From an optimization exercise on the open Yosys and OpenROAD flow, aimed at small area and a short achievable clock period; shortcuts taken in it are not production practice. Where RTL was checked, it was by simulation tests only, not by an equivalence proof against the original. No activity file was given, so power comes from the tool's default toggle rates.

Design alu16_reg, start of the top module:
module alu16_reg (
    input             clk,
    input      [15:0] valA,
    input      [15:0] valB,
    input      [ 3:0] aluop,
    input             shift_Dir,
    input             rotator_Dir,
    input             sub,
    output reg [ 3:0] cc,
    output reg [15:0] result
);
    reg [15:0] a_q, b_q;
    reg [ 3:0] op_q;
    reg        sd_q, rd_q, sub_q;
    wire [ 3:0] cc_d;
    wire [15:0] result_d;
    always @(posedge clk) begin
        a_q   <= valA;
        b_q   <= valB;
        op_q  <= aluop;
        sd_q  <= shift_Dir;
        rd_q  <= rotator_Dir;
        sub_q <= sub;
        cc     <= cc_d;
        result <= result_d;
    end
    ALU16 u_alu (a_q, b_q, op_q, sd_q, rd_q, sub_q, cc_d, result_d);
endmodule
Size: about 920 cells after synthesis, ~58 flip-flops, ~6700 µm² of cells after synthesis.
Settings: LEC_CHECK=0, ABC_AREA=1, CAP_MARGIN=20, CORE_MARGIN=2, CORE_UTILIZATION=40, CTS_BUF_LIST=sky130_fd_sc_hd__clkbuf_4 sky130_fd_sc_hd__clkbuf_8, SETUP_SLACK_MARGIN=2, SLEW_MARGIN=20; clock period 8.5 ns.
standard.sh (not shown) runs the stock make flow with config.mk's settings and CLKGATE_MAP_FILE= SYNTH_SCRIPT=/design/flow/synth_recipe.tcl, a recipe that flattens the netlist after the stock synthesis.
==> flow/flow/run.sh <==
#!/bin/bash
set -euo pipefail
W=$PWD
rm -rf "$W/scripts_amap"
cp -r "$FLOW_HOME/scripts" "$W/scripts_amap"
cp "$W/flow/abc_area.script" "$W/scripts_amap/abc_area.script"
bash "$W/standard.sh" "SCRIPTS_DIR=$W/scripts_amap" synth > "$W/synth.log" 2>&1
bash "$W/standard.sh" "BUFFER_PORTS_ARGS=-buffer_cell sky130_fd_sc_hd__buf_1" finish > "$W/layout.log" 2>&1
==> flow/flow/abc_area.script <==
strash
dch
amap
topo
stime -c
buffer -c
upsize -c
dnsize -c
Change:
--- a/flow/design.v
+++ b/flow/design.v
@@ -71,25 +71,25 @@
 		assign therm[k] = (s <= k);
 	end endgenerate
 	wire [15:0] keep;
 	generate for (k = 0; k < 16; k = k + 1) begin : kp
 		assign keep[k] = op_rot | (left ? therm[k] : therm[15-k]);
 	end endgenerate
 	wire        fill = op_ash & ~left & valA[15];
 	wire [15:0] shr  = (rot & keep) | ({16{fill}} & ~keep);
 	wire        vsh  = ~shift_Dir & (s != 4'd0) & valA[15];
-	wire [16:0] ax = {valA[15], valA} & {17{op_mul}};
+	wire [16:0] ax = {valA[15], valA};
 	wire [17:0] yb = {valB[15], valB, 1'b0};
 	wire [7:0] one, two, ng;
 	genvar j;
 	generate for (j = 0; j < 8; j = j + 1) begin : enc
-		assign one[j] = yb[2*j+1] ^ yb[2*j];
-		assign two[j] = (yb[2*j+2] & ~yb[2*j+1] & ~yb[2*j]) | (~yb[2*j+2] & yb[2*j+1] & yb[2*j]);
+		assign one[j] = op_mul & (yb[2*j+1] ^ yb[2*j]);
+		assign two[j] = op_mul & ((yb[2*j+2] & ~yb[2*j+1] & ~yb[2*j]) | (~yb[2*j+2] & yb[2*j+1] & yb[2*j]));
 		assign ng[j]  = op_mul & yb[2*j+2];
 	end endgenerate
 	wire [16:0] pp0;
 	assign pp0[0] = (one[0] & ax[0]) ^ ng[0];
 	generate for (j = 1; j < 17; j = j + 1) begin : ppg0
 		assign pp0[j] = ((one[0] & ax[j]) | (two[0] & ax[j-1])) ^ ng[0];
 	end endgenerate
 	wire [14:0] pp1;
 	assign pp1[0] = (one[1] & ax[0]) ^ ng[1];
What happened: The changed run ran to the end with no violations; count of clock-buffer cells in the layout goes up by 2; setup slack is better by 100 ps; utilization goes down by 0.50 points; sequential share of layout area goes up by 0.33 points; final area goes down by 1.5%; maximum frequency goes up by 1.6%; die area goes down by 0.51%; critical path depth goes up by 3; total power goes down by 0.76%; hold slack is better by 47 ps; global-route usage goes down by 0.52 points; via count goes down by 1.3%; clock skew is about the same; final cell count goes down by 1.4%.
Function was not checked in any run of this note: the RTL went through the layout flow alone.

========
Another version of the RTL of alu16_reg (not shown whole).
Size in the first run: roughly 940 cells after synthesis, ~58 flip-flops, ~60 I/O pins, roughly 6900 um2 of cells after synthesis.
==> flow/config.mk <==
export PLATFORM = sky130hd
export DESIGN_NAME = alu16_reg
export DESIGN_NICKNAME = alu16_reg
export VERILOG_FILES = /design/flow/design.v
export SDC_FILE = /design/flow/constraint.sdc
export NUM_CORES = 4
export LEC_CHECK = 0
export ABC_AREA = 1
export CAP_MARGIN = 20
export CORE_MARGIN = 2
export CORE_UTILIZATION = 40
export CTS_BUF_LIST = sky130_fd_sc_hd__clkbuf_4 sky130_fd_sc_hd__clkbuf_8
export SETUP_SLACK_MARGIN = 2
export SLEW_MARGIN = 20
==> flow/constraint.sdc <==
create_clock -name core_clock -period 8.5 [get_ports {clk}]
set_input_delay 1.7000 -clock core_clock [delete_from_list [all_inputs] [get_ports {clk}]]
set_output_delay 1.7000 -clock core_clock [all_outputs]
set_load 0.01 [all_outputs]
==> flow/flow/abc_area.script <==
strash
dch
amap
topo
stime -c
Scripts as last shown in full above: flow/flow/run.sh
The baseline produced a clean layout.
==> next run, changes <==
--- a/flow/design.v
+++ b/flow/design.v
@@ -71,28 +71,29 @@
 		assign therm[k] = (s <= k);
 	end endgenerate
 	wire [15:0] keep;
 	generate for (k = 0; k < 16; k = k + 1) begin : kp
 		assign keep[k] = op_rot | (left ? therm[k] : therm[15-k]);
 	end endgenerate
 	wire        fill = op_ash & ~left & valA[15];
 	wire [15:0] shr  = (rot & keep) | ({16{fill}} & ~keep);
 	wire        vsh  = ~shift_Dir & (s != 4'd0) & valA[15];
 	wire [16:0] ax = {valA[15], valA};
 	wire [17:0] yb = {valB[15], valB, 1'b0};
+	wire rows_on = |aluop[3:1];
 	wire [7:0] one, two, ng;
 	genvar j;
 	generate for (j = 0; j < 8; j = j + 1) begin : enc
-		assign one[j] = op_mul & (yb[2*j+1] ^ yb[2*j]);
-		assign two[j] = op_mul & ((yb[2*j+2] & ~yb[2*j+1] & ~yb[2*j]) | (~yb[2*j+2] & yb[2*j+1] & yb[2*j]));
-		assign ng[j]  = op_mul & yb[2*j+2];
+		assign one[j] = rows_on & (yb[2*j+1] ^ yb[2*j]);
+		assign two[j] = rows_on & ((yb[2*j+2] & ~yb[2*j+1] & ~yb[2*j]) | (~yb[2*j+2] & yb[2*j+1] & yb[2*j]));
+		assign ng[j]  = rows_on & yb[2*j+2];
 	end endgenerate
 	wire [16:0] pp0;
 	assign pp0[0] = (one[0] & ax[0]) ^ ng[0];
 	generate for (j = 1; j < 17; j = j + 1) begin : ppg0
 		assign pp0[j] = ((one[0] & ax[j]) | (two[0] & ax[j-1])) ^ ng[0];
 	end endgenerate
 	wire [14:0] pp1;
 	assign pp1[0] = (one[1] & ax[0]) ^ ng[1];
 	generate for (j = 1; j < 15; j = j + 1) begin : ppg1
 		assign pp1[j] = ((one[1] & ax[j]) | (two[1] & ax[j-1])) ^ ng[1];
 	end endgenerate
@@ -314,26 +315,22 @@
 	assign cp_c[15] = cp_G31;
 	assign cp_c[16] = cp_G32;
 	assign cp_s = cp_p ^ cp_c[15:0];
 	wire [15:0] cp_s_mul = cp_s;
 	wire p16 = (((((((pp0[16] ^ pp1[14]) ^ (pp2[12] ^ pp3[10])) ^ ((pp4[8] ^ pp5[6]) ^ (pp6[4] ^ pp7[2]))) ^ ((c20 ^ c22) ^ c24)) ^ (c58 ^ c60)) ^ c84) ^ c112) ^ cp_c[16];
 	wire [16:0] prod = {p16, cp_s};
 	wire [3:0] tt = {op_and | op_or, op_or | op_xor | op_not, op_or | op_xor, op_not};
 	wire [15:0] lgo;
 	generate for (k = 0; k < 16; k = k + 1) begin : lu
 		assign lgo[k] = valA[k] ? (valB[k] ? tt[3] : tt[2]) : (valB[k] ? tt[1] : tt[0]);
 	end endgenerate
-	wire [15:0] res_o;
-	wire        op_cp = op_ar | op_mul;
-	wire [15:0] res = res_o | ({16{op_cp}} & cp_s);
-	assign res_o =
+	wire [15:0] res =
+		({16{op_ar | op_mul}} & cp_s) |
 		({16{op_sh}}  & shr) |
 		lgo;
 	assign result = res;
 	wire N = res[15];
-	wire [15:0] zk = {cp_p[14:0] | cp_g[14:0], op_ar & sub};
-	wire        zcp = ~|(cp_p ^ zk);
-	wire Z = ~|res_o & (~op_cp | zcp);
+	wire Z = ~|res;
 	wire C = (op_add & co) | (op_mul & prod[16]);
 	wire V = (op_add & vad) | (op_lsh & vsh);
 	assign cc = {N, Z, C, V};
 endmodule
After rerunning: The new run completed without violations. Total power grows by 97%. Routed wire length falls by 12%. Setup slack loses 0.082 ns. Core utilization falls by 1.7 points. Sequential share of layout area went up by 1.4 points. Flip-flop and latch count stays the same. Global-route usage decreases by 0.56 points. Worst hold slack gets worse by 0.086 ns. Via count goes down by 11%. Maximum frequency drops by 1.3%.
Only the layout flow was run in the first run of this note; the RTL was not checked for function there.

========
alu16_reg with an RTL version that a note above also has.
Size in the first run: roughly 850 cells after synthesis, ~58 flip-flops, about 60 I/O pins, ~0.0063 mm² of cells after synthesis.
Settings: LEC_CHECK=0, ABC_AREA=1, CAP_MARGIN=20, CORE_MARGIN=2, CORE_UTILIZATION=40, CTS_BUF_LIST=sky130_fd_sc_hd__clkbuf_4 sky130_fd_sc_hd__clkbuf_8, SETUP_SLACK_MARGIN=2, SLEW_MARGIN=20; clock period 8.5 ns.
Scripts as last shown in full above: flow/flow/run.sh, flow/flow/abc_area.script
Change:
--- a/flow/design.v
+++ b/flow/design.v
@@ -73,24 +73,25 @@
 	wire [15:0] keep;
 	generate for (k = 0; k < 16; k = k + 1) begin : kp
 		assign keep[k] = op_rot | (left ? therm[k] : therm[15-k]);
 	end endgenerate
 	wire        fill = op_ash & ~left & valA[15];
 	wire [15:0] shr  = (rot & keep) | ({16{fill}} & ~keep);
 	wire        vsh  = ~shift_Dir & (s != 4'd0) & valA[15];
 	wire [16:0] ax = {valA[15], valA};
 	wire [17:0] yb = {valB[15], valB, 1'b0};
+	wire rows_on = |aluop[3:1];
 	wire [7:0] one, two, ng;
 	genvar j;
 	generate for (j = 0; j < 8; j = j + 1) begin : enc
-		assign one[j] = op_mul & (yb[2*j+1] ^ yb[2*j]);
-		assign two[j] = op_mul & ((yb[2*j+2] & ~yb[2*j+1] & ~yb[2*j]) | (~yb[2*j+2] & yb[2*j+1] & yb[2*j]));
-		assign ng[j]  = op_mul & yb[2*j+2];
+		assign one[j] = rows_on & (yb[2*j+1] ^ yb[2*j]);
+		assign two[j] = rows_on & ((yb[2*j+2] & ~yb[2*j+1] & ~yb[2*j]) | (~yb[2*j+2] & yb[2*j+1] & yb[2*j]));
+		assign ng[j]  = rows_on & yb[2*j+2];
 	end endgenerate
 	wire [16:0] pp0;
 	assign pp0[0] = (one[0] & ax[0]) ^ ng[0];
 	generate for (j = 1; j < 17; j = j + 1) begin : ppg0
 		assign pp0[j] = ((one[0] & ax[j]) | (two[0] & ax[j-1])) ^ ng[0];
 	end endgenerate
 	wire [14:0] pp1;
 	assign pp1[0] = (one[1] & ax[0]) ^ ng[1];
 	generate for (j = 1; j < 15; j = j + 1) begin : ppg1
@@ -316,20 +317,24 @@
 	assign cp_s = cp_p ^ cp_c[15:0];
 	wire [15:0] cp_s_mul = cp_s;
 	wire p16 = (((((((pp0[16] ^ pp1[14]) ^ (pp2[12] ^ pp3[10])) ^ ((pp4[8] ^ pp5[6]) ^ (pp6[4] ^ pp7[2]))) ^ ((c20 ^ c22) ^ c24)) ^ (c58 ^ c60)) ^ c84) ^ c112) ^ cp_c[16];
 	wire [16:0] prod = {p16, cp_s};
 	wire [3:0] tt = {op_and | op_or, op_or | op_xor | op_not, op_or | op_xor, op_not};
 	wire [15:0] lgo;
 	generate for (k = 0; k < 16; k = k + 1) begin : lu
 		assign lgo[k] = valA[k] ? (valB[k] ? tt[3] : tt[2]) : (valB[k] ? tt[1] : tt[0]);
 	end endgenerate
-	wire [15:0] res =
-		({16{op_ar | op_mul}} & cp_s) |
+	wire [15:0] res_o;
+	wire        op_cp = op_ar | op_mul;
+	wire [15:0] res = res_o | ({16{op_cp}} & cp_s);
+	assign res_o =
 		({16{op_sh}}  & shr) |
 		lgo;
 	assign result = res;
 	wire N = res[15];
-	wire Z = ~|res;
+	wire [15:0] zk = {cp_p[14:0] | cp_g[14:0], op_ar & sub};
+	wire        zcp = ~|(cp_p ^ zk);
+	wire Z = ~|res_o & (~op_cp | zcp);
 	wire C = (op_add & co) | (op_mul & prod[16]);
 	wire V = (op_add & vad) | (op_lsh & vsh);
 	assign cc = {N, Z, C, V};
 endmodule
What happened:
- routed wire length is higher by a few percent
- clock-buffer cell count came out lower by 1
- total power goes up to 2.5 times its value
- cell count goes up by a little under a tenth
- clock skew goes down by 0.0086 ns
- non-clock buffer count decreases by 10
- setup slack got worse by 0.14 ns
- via count grows by a few percent
No run of this note included a check of the RTL's function; only the layout flow was run.

==> port drivers added, routing unchanged <==
The results above use ideal ports. As a check the final layouts listed here were re-extracted and re-timed, cells and wires unchanged. Step 1: set_driving_cell puts a clkbuf_16 on clk and a buf_2 on each other input, an assumption about the parent block. Step 2 times the ports against the registers' clock, not the clock port: input delays grow and output delays shrink by t, the midpoint of the rising clock arrivals with the driver on. Three values: ideal ports, drivers, drivers and shift; two values: the first two.
run | shift t [ns] | setup slack, ns | worst slew at a driven data input, ns
the first run of note 1 | 0.415 | 2.229 / 2.229 / 2.229 | 0.03
the second run of note 1 | 0.400 | 2.330 / 2.330 / 2.330 | 0.04
the first run of note 2 | 0.421 | 2.426 / 2.426 / 2.426 | 0.04
the second run of note 2 | 0.408 | 2.344 / 2.344 / 2.344 | 0.05
the first run of note 3 | 0.419 | 2.423 / 2.423 / 2.423 | 0.04
the second run of note 3 | 0.401 | 2.284 / 2.284 / 2.284 | 0.03
After both steps setup and hold are still met in every run listed.
